What follows belongs to an exercise in optimizing a design on an open flow for small area, a short achievable clock period and few clock cycles per item; a production flow would make more cautious choices. Only simulation tests tie the RTL to the original design; equivalence was not proved. Power is estimated from default activity; no workload was simulated.

==> flow/design.v (excerpt) <==
module iir_orde1_axis_wrapper #(
    parameter integer C_S_AXI_DATA_WIDTH = 32,
    parameter integer C_S_AXI_ADDR_WIDTH = 4,
    parameter integer DATA_WIDTH         = 32   
)(
    input  wire aclk,
    input  wire aresetn,   
    input  wire [DATA_WIDTH-1:0] s_axis_tdata,
    input  wire                  s_axis_tvalid,
    output wire                  s_axis_tready,
    input  wire                  s_axis_tlast,
    output wire [DATA_WIDTH-1:0] m_axis_tdata,
    output reg                   m_axis_tvalid,
    input  wire                  m_axis_tready,
    output reg                   m_axis_tlast,
    input  wire [C_S_AXI_ADDR_WIDTH-1:0] s_axi_awaddr,
    input  wire                          s_axi_awvalid,
    output wire                          s_axi_awready,
    input  wire [C_S_AXI_DATA_WIDTH-1:0] s_axi_wdata,
    input  wire [C_S_AXI_DATA_WIDTH/8-1:0] s_axi_wstrb,
    input  wire                          s_axi_wvalid,
    output wire                          s_axi_wready,
    output wire [1:0]                    s_axi_bresp,
    output wire                          s_axi_bvalid,
    input  wire                          s_axi_bready,
    input  wire [C_S_AXI_ADDR_WIDTH-1:0] s_axi_araddr,
    input  wire                          s_axi_arvalid,
    output wire                          s_axi_arready,
    output wire [C_S_AXI_DATA_WIDTH-1:0] s_axi_rdata,
    output wire [1:0]                    s_axi_rresp,
    output wire                          s_axi_rvalid,
    input  wire                          s_axi_rready
);
    reg [C_S_AXI_DATA_WIDTH-1:0] reg_ctrl;
    reg [C_S_AXI_DATA_WIDTH-1:0] reg_a0;
    reg [C_S_AXI_DATA_WIDTH-1:0] reg_a1;
    reg [C_S_AXI_DATA_WIDTH-1:0] reg_b1;
    reg axi_awready;
    reg axi_wready;
    reg axi_bvalid;
    reg axi_arready;
    reg [C_S_AXI_DATA_WIDTH-1:0] axi_rdata;
    reg axi_rvalid;
  ...
export LEC_CHECK = 0
export ABC_CLOCK_PERIOD_IN_PS = 4400
export CAP_MARGIN = 20
export CORE_MARGIN = 2
export CORE_UTILIZATION = 40
export SLEW_MARGIN = 20
create_clock -name core_clock -period 15.0 [get_ports {aclk}]
standard.sh (not shown) runs the stock make flow with config.mk's settings and CLKGATE_MAP_FILE= SYNTH_SCRIPT=/design/flow/synth_recipe.tcl, a recipe that flattens the netlist after the stock synthesis.
==> flow/flow/run.sh <==
#!/bin/bash
# The standard layout (the standard.sh, unchanged synthesis and SDC) with
# two changes to how ORFS builds it:
#  - the port buffers are plain buf_2 cells (ORFS otherwise picks a slow
#    delay-buffer cell for them); every port is still buffered;
#  - timing repair aims at a slack margin, so it works on the paths that
#    set the achieved period.
set -o pipefail
export SETUP_SLACK_MARGIN=10.5
export BUFFER_PORTS_ARGS="-inputs -outputs -buffer_cell sky130_fd_sc_hd__buf_2"
bash standard.sh > standard.log 2>&1
The first run ran to the end with no violations.
Testbench counts at the start, summed over its fixed seeds: cycles 8,320, items 4,096.
Then changed:
--- a/flow/flow/run.sh
+++ b/flow/flow/run.sh
@@ -8,3 +8,4 @@
 set -o pipefail
-export SETUP_SLACK_MARGIN=10.5
+export SETUP_SLACK_MARGIN=10.8
+export MATCH_CELL_FOOTPRINT=0
 export BUFFER_PORTS_ARGS="-inputs -outputs -buffer_cell sky130_fd_sc_hd__buf_2"
--- a/flow/config.mk
+++ b/flow/config.mk
@@ -7,3 +7,2 @@
 export LEC_CHECK = 0
-export ABC_CLOCK_PERIOD_IN_PS = 4400
 export CAP_MARGIN = 20
What happened: Wire length goes up by 4.2%. Global-route usage rose by 0.74 points. Critical path depth climbs by 2. Power is higher by 3.7%.

iir_orde1_axis_wrapper, a different RTL version from the one above (not shown whole).
For scale: ~3700 cells after synthesis, roughly 160 I/O pins, ~36000 um2 of cells after synthesis.
==> flow/config.mk <==
export PLATFORM = sky130hd
export DESIGN_NAME = iir_orde1_axis_wrapper
export DESIGN_NICKNAME = iir_orde1_axis_wrapper
export VERILOG_FILES = /design/flow/design.v
export SDC_FILE = /design/flow/constraint.sdc
export NUM_CORES = 4
export LEC_CHECK = 0
export CAP_MARGIN = 20
export CORE_MARGIN = 2
export CORE_UTILIZATION = 40
export SLEW_MARGIN = 20
==> flow/constraint.sdc <==
create_clock -name core_clock -period 15.0 [get_ports {aclk}]
set_input_delay 3.0000 -clock core_clock [delete_from_list [all_inputs] [get_ports {aclk}]]
set_output_delay 3.0000 -clock core_clock [all_outputs]
set_load 0.01 [all_outputs]
==> flow/flow/run.sh <==
#!/bin/bash
# The standard layout (the standard.sh, unchanged synthesis), with ORFS's
# timing repair aimed at a slack margin, so it works on the paths that set
# the achieved period. The SDC and every other setting stay as given.
set -o pipefail
export SETUP_SLACK_MARGIN=10.5
bash standard.sh > standard.log 2>&1
Testbench counts at the start, summed over its fixed seeds: cycles 8,320, items 4,096.
Change:
==> flow/flow/run.sh (replaced) <==
#!/bin/bash
# The standard layout (the standard.sh, unchanged synthesis and SDC) with
# two changes to how ORFS builds it:
#  - the port buffers are plain buf_2 cells (ORFS otherwise picks a slow
#    delay-buffer cell for them); every port is still buffered;
#  - timing repair aims at a slack margin, so it works on the paths that
#    set the achieved period.
set -o pipefail
export SETUP_SLACK_MARGIN=10.5
export BUFFER_PORTS_ARGS="-inputs -outputs -buffer_cell sky130_fd_sc_hd__buf_2"
bash standard.sh > standard.log 2>&1
Power falls by 1.0%.
Combinational power is lower by about 3%.
Synthesized cell count does not change.
Via count stays flat.
Global-route usage goes down by 0.59 points.
Clock skew came out lower by 0.0062 ns.
Setup slack improved by 0.013 ns.
Maximum frequency is about the same.
Register-to-register slack is about the same.
Hold slack improves by 0.0044 ns.
Non-clock buffer count drops by 11.
Change:
--- a/flow/flow/run.sh
+++ b/flow/flow/run.sh
@@ -7,5 +7,5 @@
 #    set the achieved period.
 set -o pipefail
-export SETUP_SLACK_MARGIN=10.5
+export SETUP_SLACK_MARGIN=11.0
 export BUFFER_PORTS_ARGS="-inputs -outputs -buffer_cell sky130_fd_sc_hd__buf_2"
 bash standard.sh > standard.log 2>&1
Total power grows by 1.6%.
Design area increases by about 3.2%.
Synthesized area does not change.
Final cell count rose by about 0.8%.
Worst setup slack gets better by 0.050 ns.
Fmax came out higher by 1.1%.
Clock-buffer cell count fell by 1.
Die area is unchanged.
Non-clock buffer count is higher by 34.
Change:
==> flow/run.sh (new file) <==
#!/bin/bash
# synth_recipe.tcl (not shown) runs the flow's synth.tcl, then flattens the netlist and writes it again
# the make line also repeats each setting of config.mk as NAME=value (left out here)
make -C /OpenROAD-flow-scripts/flow DESIGN_CONFIG=/design/flow/config.mk WORK_HOME=/design/flow/orfs CLKGATE_MAP_FILE= SYNTH_SCRIPT=/design/flow/synth_recipe.tcl finish
removed: flow/flow/run.sh
removed: flow/standard.sh
What happened:
- The changed run completed with no timing, DRC or antenna violations
- cell area drops by 3.4%
- non-clock buffer count drops by 78
- global-route usage drops by 1.6 points
- maximum frequency drops by 21%
- worst setup slack got worse by 1.2 ns
- count of clock-buffer cells in the layout does not change
- synthesized area stays the same
- cell count drops by 1.7%
- sequential share of layout area climbs by 0.54 points
- die area stays the same

== v54 ==
RTL: one of the versions met above, not the one the previous note started from.
Size in the first run: roughly 3400 cells after synthesis, roughly 160 I/O pins, about 35000 um^2 of cells after synthesis.
==> flow/config.mk <==
export PLATFORM = sky130hd
export DESIGN_NAME = iir_orde1_axis_wrapper
export DESIGN_NICKNAME = iir_orde1_axis_wrapper
export VERILOG_FILES = /design/flow/design.v
export SDC_FILE = /design/flow/constraint.sdc
export NUM_CORES = 4
export LEC_CHECK = 0
export CAP_MARGIN = 20
export CORE_MARGIN = 2
export CORE_UTILIZATION = 40
export SLEW_MARGIN = 20
==> flow/constraint.sdc <==
create_clock -name core_clock -period 15.0 [get_ports {aclk}]
set_input_delay 3.0000 -clock core_clock [delete_from_list [all_inputs] [get_ports {aclk}]]
set_output_delay 3.0000 -clock core_clock [all_outputs]
set_load 0.01 [all_outputs]
==> flow/flow/run.sh <==
#!/bin/bash
# The standard layout (the standard.sh, unchanged synthesis and SDC) with
# two changes to how ORFS builds it:
#  - the port buffers are plain buf_2 cells (ORFS otherwise picks a slow
#    delay-buffer cell for them); every port is still buffered;
#  - timing repair aims at a slack margin, so it works on the paths that
#    set the achieved period.
set -o pipefail
export SETUP_SLACK_MARGIN=10.5
export MATCH_CELL_FOOTPRINT=0
export BUFFER_PORTS_ARGS="-inputs -outputs -buffer_cell sky130_fd_sc_hd__buf_2"
bash standard.sh > standard.log 2>&1
v54: full flow OK, the timing, DRC and antenna checks passed
Testbench counts of v54, summed over its fixed seeds: cycles 8,320, items 4,096.
Here is what was changed in the inputs of v14 compared with v54.
-- flow/flow/run.sh --
<<< v54, line 10
export MATCH_CELL_FOOTPRINT=0
>>> v14, line 10
--- outcome ---
- v14 against v54: number of endpoints failing setup at the final stage was more or less identical, core footprint was more or less identical, number of ports placed on the die boundary was more or less identical, maximum number of pins on one net before global-route repair was more or less identical, fill cell instance count of the final layout was more or less identical.
- Going from v54 to v14, non-clock buffer count about even; utilization about even; final design area excluding fillers about even; sequential cell count about even.
- Between v54 and v14, the count of buffers inserted at the top-level ports does not differ in any meaningful way.
[inputs] v4 vs v14
# v14
export LEC_CHECK = 0
export CAP_MARGIN = 20
export CORE_MARGIN = 2
export CORE_UTILIZATION = 40
export SLEW_MARGIN = 20
create_clock -name core_clock -period 15.0 [get_ports {aclk}]
# v4
export LEC_CHECK = 0
export ABC_AREA = 1
export CAP_MARGIN = 20
export CORE_MARGIN = 2
export CORE_UTILIZATION = 40
export SLEW_MARGIN = 20
create_clock -name core_clock -period 15.0 [get_ports {aclk}]
## What came out
The most common cell after layout, fill and taps aside comes out sky130_fd_sc_hd__inv_1 in one run and sky130_fd_sc_hd__nand2_1 in the other, namely in v4 and v14 respectively.
Relative to v14, number of antenna diodes has decreased by 1 in v4.
v4 against v14: height of the chip decreased 3.3 um, worst ir drop on vdd now sits lower, post-synthesis share of cell area spent on full adders, half adders and majority gates grew by 0.54 points, part of the total power dissipated in combinational logic now larger.
Wire length of the first global-routing pass (lower): v14
Per the comparison of v4 with v14, final-stage net count climbed 449, core utilization climbed 1.6 points, power climbed 6.5%, switching power total climbed 13%.

## job 101
iir_orde1_axis_wrapper, a different RTL version from the one above (not shown whole).
Size in the first run: ~3,300 cells after synthesis, about 490 flip-flops, roughly 160 I/O pins.
==> flow/design.v (excerpt) <==
module iir_orde1_axis_wrapper #(
    parameter integer C_S_AXI_DATA_WIDTH = 32,
    parameter integer C_S_AXI_ADDR_WIDTH = 4,
    parameter integer DATA_WIDTH         = 32   
)(
    input  wire aclk,
    input  wire aresetn,   
    input  wire [DATA_WIDTH-1:0] s_axis_tdata,
    input  wire                  s_axis_tvalid,
    output wire                  s_axis_tready,
    input  wire                  s_axis_tlast,
    output wire [DATA_WIDTH-1:0] m_axis_tdata,
    output reg                   m_axis_tvalid,
    input  wire                  m_axis_tready,
    output reg                   m_axis_tlast,
    input  wire [C_S_AXI_ADDR_WIDTH-1:0] s_axi_awaddr,
    input  wire                          s_axi_awvalid,
    output wire                          s_axi_awready,
    input  wire [C_S_AXI_DATA_WIDTH-1:0] s_axi_wdata,
    input  wire [C_S_AXI_DATA_WIDTH/8-1:0] s_axi_wstrb,
    input  wire                          s_axi_wvalid,
    output wire                          s_axi_wready,
    output wire [1:0]                    s_axi_bresp,
    output wire                          s_axi_bvalid,
    input  wire                          s_axi_bready,
    input  wire [C_S_AXI_ADDR_WIDTH-1:0] s_axi_araddr,
    input  wire                          s_axi_arvalid,
    output wire                          s_axi_arready,
    output wire [C_S_AXI_DATA_WIDTH-1:0] s_axi_rdata,
    output wire [1:0]                    s_axi_rresp,
    output wire                          s_axi_rvalid,
    input  wire                          s_axi_rready
);
export LEC_CHECK = 0
export CAP_MARGIN = 20
export CORE_MARGIN = 2
export CORE_UTILIZATION = 40
export SLEW_MARGIN = 20
create_clock -name core_clock -period 15.0 [get_ports {aclk}]
==> flow/flow/run.sh <==
#!/bin/bash
# The standard layout (the standard.sh, unchanged synthesis and SDC) with
# two changes to how ORFS builds it:
#  - the port buffers are plain buf_2 cells (ORFS otherwise picks a slow
#    delay-buffer cell for them); every port is still buffered;
#  - timing repair aims at a slack margin, so it works on the paths that
#    set the achieved period.
set -o pipefail
export SETUP_SLACK_MARGIN=10.8
export BUFFER_PORTS_ARGS="-inputs -outputs -buffer_cell sky130_fd_sc_hd__buf_2"
bash standard.sh > standard.log 2>&1
Job 101 | status: complete | timing, DRC, antenna: pass
Testbench counts of job 101, summed over its fixed seeds: cycles 8,320, items 4,096.
For job 102, these inputs were changed with respect to job 101:
diff --git a/flow/flow/run.sh b/flow/flow/run.sh
--- a/flow/flow/run.sh
+++ b/flow/flow/run.sh
@@ -9 +9 @@
-export SETUP_SLACK_MARGIN=10.8
+export SETUP_SLACK_MARGIN=10.5
--- outcome ---
Job 101 → job 102: number of instances in the placed design stayed essentially flat; number of antenna diodes rose by 3; placed cell area stayed essentially flat.
Going from job 101 to job 102, total routed wirelength decreased 4.7%, arrival time at the worst endpoint climbed 0.19 ns, power share of the clock group now larger.
Run comparison: job 102 cell with the largest stage delay on the worst path fa_1; job 101 cell with the largest stage delay on the worst path fa_2
--- input diff job 102..job 103 ---
diff --git a/flow/flow/run.sh b/flow/flow/run.sh
--- a/flow/flow/run.sh
+++ b/flow/flow/run.sh
@@ -9 +9 @@
-export SETUP_SLACK_MARGIN=10.5
+export SETUP_SLACK_MARGIN=10.7
### Flow results
Compared with job 102, in job 103 total vias in the final route rose about 1.4%; register bit count reported by yosys held steady; initial detailed-routing violation count saw an increase; finished layout cell area went up 1200 sq um.
Clock period minus final worst setup slack ended up 0.25 ns lower on job 103 than on job 102.
Here is what was changed in the inputs of job 104 compared with job 103.
diff --git a/flow/config.mk b/flow/config.mk
--- a/flow/config.mk
+++ b/flow/config.mk
@@ -10,0 +11 @@
+export PLACE_DENSITY = 0.75
### Flow results
- Cmp job 104 and job 103 / design area / higher: job 103
- Core utilization of the finished layout on job 104 is down relative to job 103.
- Final non-filler cell total, job 104 and job 103: smaller value in job 104
- | register-to-register path setup slack | higher: job 103 |
- Changes observed in job 104 relative to job 103: largest fanout on the critical path grew by 12, total power higher, number of setup violations in the final report has remained practically unchanged.
- Between job 103 and job 104, the cell area after placement does not differ in any meaningful way.
### job 104 -> job 105
diff --git a/flow/flow/run.sh b/flow/flow/run.sh
--- a/flow/flow/run.sh
+++ b/flow/flow/run.sh
@@ -9 +9 @@
-export SETUP_SLACK_MARGIN=10.7
+export SETUP_SLACK_MARGIN=10.9
diff --git a/flow/config.mk b/flow/config.mk
--- a/flow/config.mk
+++ b/flow/config.mk
@@ -11 +10,0 @@
-export PLACE_DENSITY = 0.75
Findings:
- The final layouts of job 105 and job 104 pass the timing, DRC and antenna checks.
- Lower global-route wire length before repair was reported by job 104, not job 105.
- In job 105, the sum of routed wire length over all layers came out 1.6% above the value in job 104.
- Job 105 vs. job 104: fill cell total of the finished layout picked up an extra 1.4%; power share of the clock group lost 0.5 points.
- Sort job 105 and job 104 by routability-driven placement congestion ratio asc -> top: job 105
- The count of clock-buffer cells in the layout number comes out lower for job 104 vs job 105.

==> port drivers added, routing unchanged <==
No port has a modelled driver above. Below, the same layouts with a new extraction and two added sets of constraints.
Step 1: set_driving_cell puts a clkbuf_16 on aclk and a buf_2 on each other input, an assumption about the parent block.
Step 2, shift: input delay + t, output delay - t, t = (earliest + latest rising clock arrival at the registers) / 2. This alone moves slack from input paths to output paths.
Three values: ideal ports, drivers, drivers and shift; two values: the first two.
run	t (ns)	setup slack, ns	hold slack, ns	clock arrival spread, ns	worst register clock-pin slew, ns
the first run of note 1	0.677	10.565 / 10.565 / 10.032	0.392 / 0.392 / 0.392	0.065 / 0.065	0.07 / 0.07
the second run of note 1	0.678	10.620 / 10.620 / 10.275	0.400 / 0.400 / 0.400	0.039 / 0.039	0.07 / 0.07
the first run of note 2	0.670	10.533 / 10.474 / 9.965	0.377 / 0.377 / 0.377	0.028 / 0.028	0.07 / 0.07
the second run of note 2	0.685	10.546 / 10.546 / 9.964	0.381 / 0.381 / 0.381	0.021 / 0.021	0.07 / 0.07
the third run of note 2	0.668	10.597 / 10.597 / 10.408	0.402 / 0.402 / 0.402	0.044 / 0.043	0.07 / 0.07
the fourth run of note 2	0.690	9.391 / 9.435 / 8.745	0.392 / 0.392 / 0.392	0.034 / 0.034	0.07 / 0.07
v54	0.677	10.565 / 10.565 / 10.032	0.392 / 0.392 / 0.392	0.065 / 0.065	0.07 / 0.07
v14	0.677	10.565 / 10.565 / 10.032	0.392 / 0.392 / 0.392	0.065 / 0.065	0.07 / 0.07
v4	0.675	10.456 / 10.456 / 10.000	0.369 / 0.369 / 0.369	0.030 / 0.030	0.07 / 0.07
job 101	0.668	10.766 / 10.744 / 10.227	0.399 / 0.399 / 0.399	0.041 / 0.040	0.07 / 0.07
job 102	0.664	10.522 / 10.522 / 10.053	0.403 / 0.403 / 0.403	0.068 / 0.069	0.07 / 0.07
job 103	0.675	10.776 / 10.710 / 10.165	0.395 / 0.395 / 0.395	0.057 / 0.058	0.07 / 0.07
job 104	0.664	10.701 / 10.701 / 10.164	0.406 / 0.406 / 0.406	0.047 / 0.047	0.07 / 0.07
job 105	0.684	10.771 / 10.730 / 10.378	0.380 / 0.380 / 0.380	0.053 / 0.052	0.07 / 0.07
After both steps setup and hold are still met in every run listed. For the fourth run of note 2, which loses most, drivers alone change the setup slack by +0.044 ns; drivers and shift together by -0.646 ns.
